Background: an optimization exercise with open tools, aiming at small area and a short achievable clock period. Do not read the settings as production practice.
Function was checked by simulation only, so behaviour that the tests miss may differ from the original.

## the reference run
==> flow/design.v (excerpt) <==
module I2C_Master (clk, reset, address, byteenable, chipselect, writedata, readdata, write, read, i2c_sda_in, i2c_sda_out, i2c_scl, ref_clk_test, debug_port);
Size: roughly 3400 cells after synthesis, roughly 1200 flip-flops, ~94 I/O pins.
make LEC_CHECK=0 CAP_MARGIN=20 CORE_MARGIN=2 CORE_UTILIZATION=50 CTS_BUF_LIST=sky130_fd_sc_hd__clkbuf_16 CTS_CLUSTER_DIAMETER=60 CTS_CLUSTER_SIZE=24 PLACE_DENSITY=0.65 SETUP_SLACK_MARGIN=1.8 SLEW_MARGIN=20 finish   # period 4.5 ns
run.sh (not shown) runs the stock make flow with config.mk's settings and CLKGATE_MAP_FILE= SYNTH_SCRIPT=/design/flow/synth_recipe.tcl, a recipe that flattens the netlist after the stock synthesis.
--- input diff the reference run..the trial run ---
- changing CTS_CLUSTER_DIAMETER from 60 to 80
- changing CTS_CLUSTER_SIZE from 24 to 30
==> run notes <==
The total area of sequential cells was comparable across the reference run and the trial run.
Compared with the reference run, the trial run shows a lower overall global routing resource usage.
The trial run ends up with a final wirelength that is 1.1% lower than in the reference run.
Summary of the trial run over the reference run: average wire per cell in the routed design saw little to no change, half-perimeter wire length after placement was more or less identical, worst hold slack has increased, depth of the most critical reg-to-reg path fell by 4, post-synthesis to final-layout area growth shows a reduction of 2.1 points.

== v28 ==
I2C_Master again, from the RTL that the note above started with.
Design I2C_Master, start of the top module:
module I2C_Master (clk, reset, address, byteenable, chipselect, writedata, readdata, write, read, i2c_sda_in, i2c_sda_out, i2c_scl, ref_clk_test, debug_port);
	input		clk, reset;
	input		read, write, chipselect;
	input	[1:0]	address;
	input	[3:0]	byteenable;
	input	[31:0]	writedata;
	output reg [31:0] readdata;
	input		i2c_sda_in;
	output		i2c_sda_out;
	output		i2c_scl;
	output		ref_clk_test;
	output	[14:0]	debug_port;
	localparam ADDRESS	= 2'b00;
	localparam DATA		= 2'b01;
	localparam STATUS	= 2'b10;
	localparam CONTROL	= 2'b11;
	reg [31:0]	slave_address;
	reg [31:0]	control_reg;
	reg [7:0]	tx_fifo_data_in;
	reg		tx_fifo_wr_req;
	reg		clr_tx_fifo_overflow;
	reg		clr_rx_fifo_overflow;
	reg		chipselect_del;
	wire [7:0]	tx_fifo_data_out;
	wire		tx_fifo_rd_req;
	wire		tx_fifo_full, tx_fifo_empty, tx_fifo_overflow;
	wire [5:0]	tx_fifo_wr_index, tx_fifo_rd_index;
	wire [7:0]	rx_fifo_data_in;
	wire		rx_fifo_wr_req;
	wire		rx_fifo_rd_req;
	wire [7:0]	rx_fifo_data_out;
	wire		rx_fifo_full, rx_fifo_empty, rx_fifo_overflow;
	wire [5:0]	rx_fifo_wr_index, rx_fifo_rd_index;
	wire		BUSY, ACK_ERROR;
	wire [31:0]	status = {rx_fifo_rd_index, rx_fifo_wr_index, tx_fifo_rd_index, tx_fifo_wr_index,
				  BUSY, ACK_ERROR, tx_fifo_empty, tx_fifo_full, tx_fifo_overflow,
				  rx_fifo_empty, rx_fifo_full, rx_fifo_overflow};
	wire rc = read & chipselect;
	wire sel_address = rc & (address == ADDRESS);
	wire sel_data    = rc & (address == DATA);
	wire sel_status  = rc & (address == STATUS);
	wire sel_control = rc & (address == CONTROL);
	always @(*)
		readdata = ({32{sel_address}} & slave_address)
			 | ({32{sel_data}}    & {24'b0, rx_fifo_data_out})
			 | ({32{sel_status}}  & status)
			 | ({32{sel_control}} & control_reg);
	wire bus_write = write & chipselect;
	always @(posedge clk)
	begin
  ...
==> flow/config.mk <==
export PLATFORM = sky130hd
export DESIGN_NAME = I2C_Master
export DESIGN_NICKNAME = I2C_Master
export VERILOG_FILES = /design/flow/design.v
export SDC_FILE = /design/flow/constraint.sdc
export NUM_CORES = 4
export LEC_CHECK = 0
export CAP_MARGIN = 20
export CORE_MARGIN = 2
export CORE_UTILIZATION = 50
export CTS_BUF_LIST = sky130_fd_sc_hd__clkbuf_16
export CTS_CLUSTER_DIAMETER = 70
export CTS_CLUSTER_SIZE = 27
export PLACE_DENSITY = 0.75
export SETUP_SLACK_MARGIN = 1.8
export SLEW_MARGIN = 20
==> flow/constraint.sdc <==
create_clock -name core_clock -period 4.5 [get_ports {clk}]
set_input_delay 0.9000 -clock core_clock [delete_from_list [all_inputs] [get_ports {clk}]]
set_output_delay 0.9000 -clock core_clock [all_outputs]
set_load 0.01 [all_outputs]
--- input diff v28..v1 ---
- CORE_UTILIZATION: 50 -> 70
- CTS_CLUSTER_SIZE: 27 -> unset
- PLACE_DENSITY: 0.75 -> 0.8
- CTS_BUF_LIST: sky130_fd_sc_hd__clkbuf_16 -> unset
- CTS_CLUSTER_DIAMETER: 70 -> unset
## What came out
v1: level count of the clock H-tree 1 above v28
Route | v1 vs v28 | wire longer in v1
v1 vs. v28: length of routed met2 wiring picked up an extra 3600 µm; peak clock frequency supported by timing fell by 0.017 GHz; data required time at the worst endpoint increased by 0.04 ns relative to the old numbers.
v1 went all the way through synthesis, placement and routing and the layout is clean on timing, DRC and antenna.

[port drivers added, routing unchanged]
The flow's constraints put no driver on any port. The routed layouts listed below were extracted and timed again, unchanged, in two steps.
Step 1 (the two cells are an assumption about what drives the block):
set clk [get_ports {clk}]
set_driving_cell -lib_cell sky130_fd_sc_hd__clkbuf_16 $clk
set_driving_cell -lib_cell sky130_fd_sc_hd__buf_2 [delete_from_list [all_inputs] $clk]
Step 2 times the ports against the registers' clock, not the clock port: input delays grow and output delays shrink by t, the midpoint of the rising clock arrivals with the driver on.
Slacks: ideal ports / drivers / drivers and shift; pairs: ideal ports / drivers.
run | t, ns | setup WS [ns] | worst setup path at the end
the reference run | 0.776 | 1.586 / 1.408 / 1.287 | input to register
the trial run | 0.769 | 1.580 / 1.496 / 1.250 | input to register
v28 | 0.760 | 1.523 / 1.514 / 1.076 | input to register
v1 | 0.782 | 1.364 / 1.364 / 0.872 | input to register
After both steps setup and hold are still met in every run listed. The setup slack of v1, which loses most, moves by 0.000 ns with the drivers and by -0.492 ns with both steps.
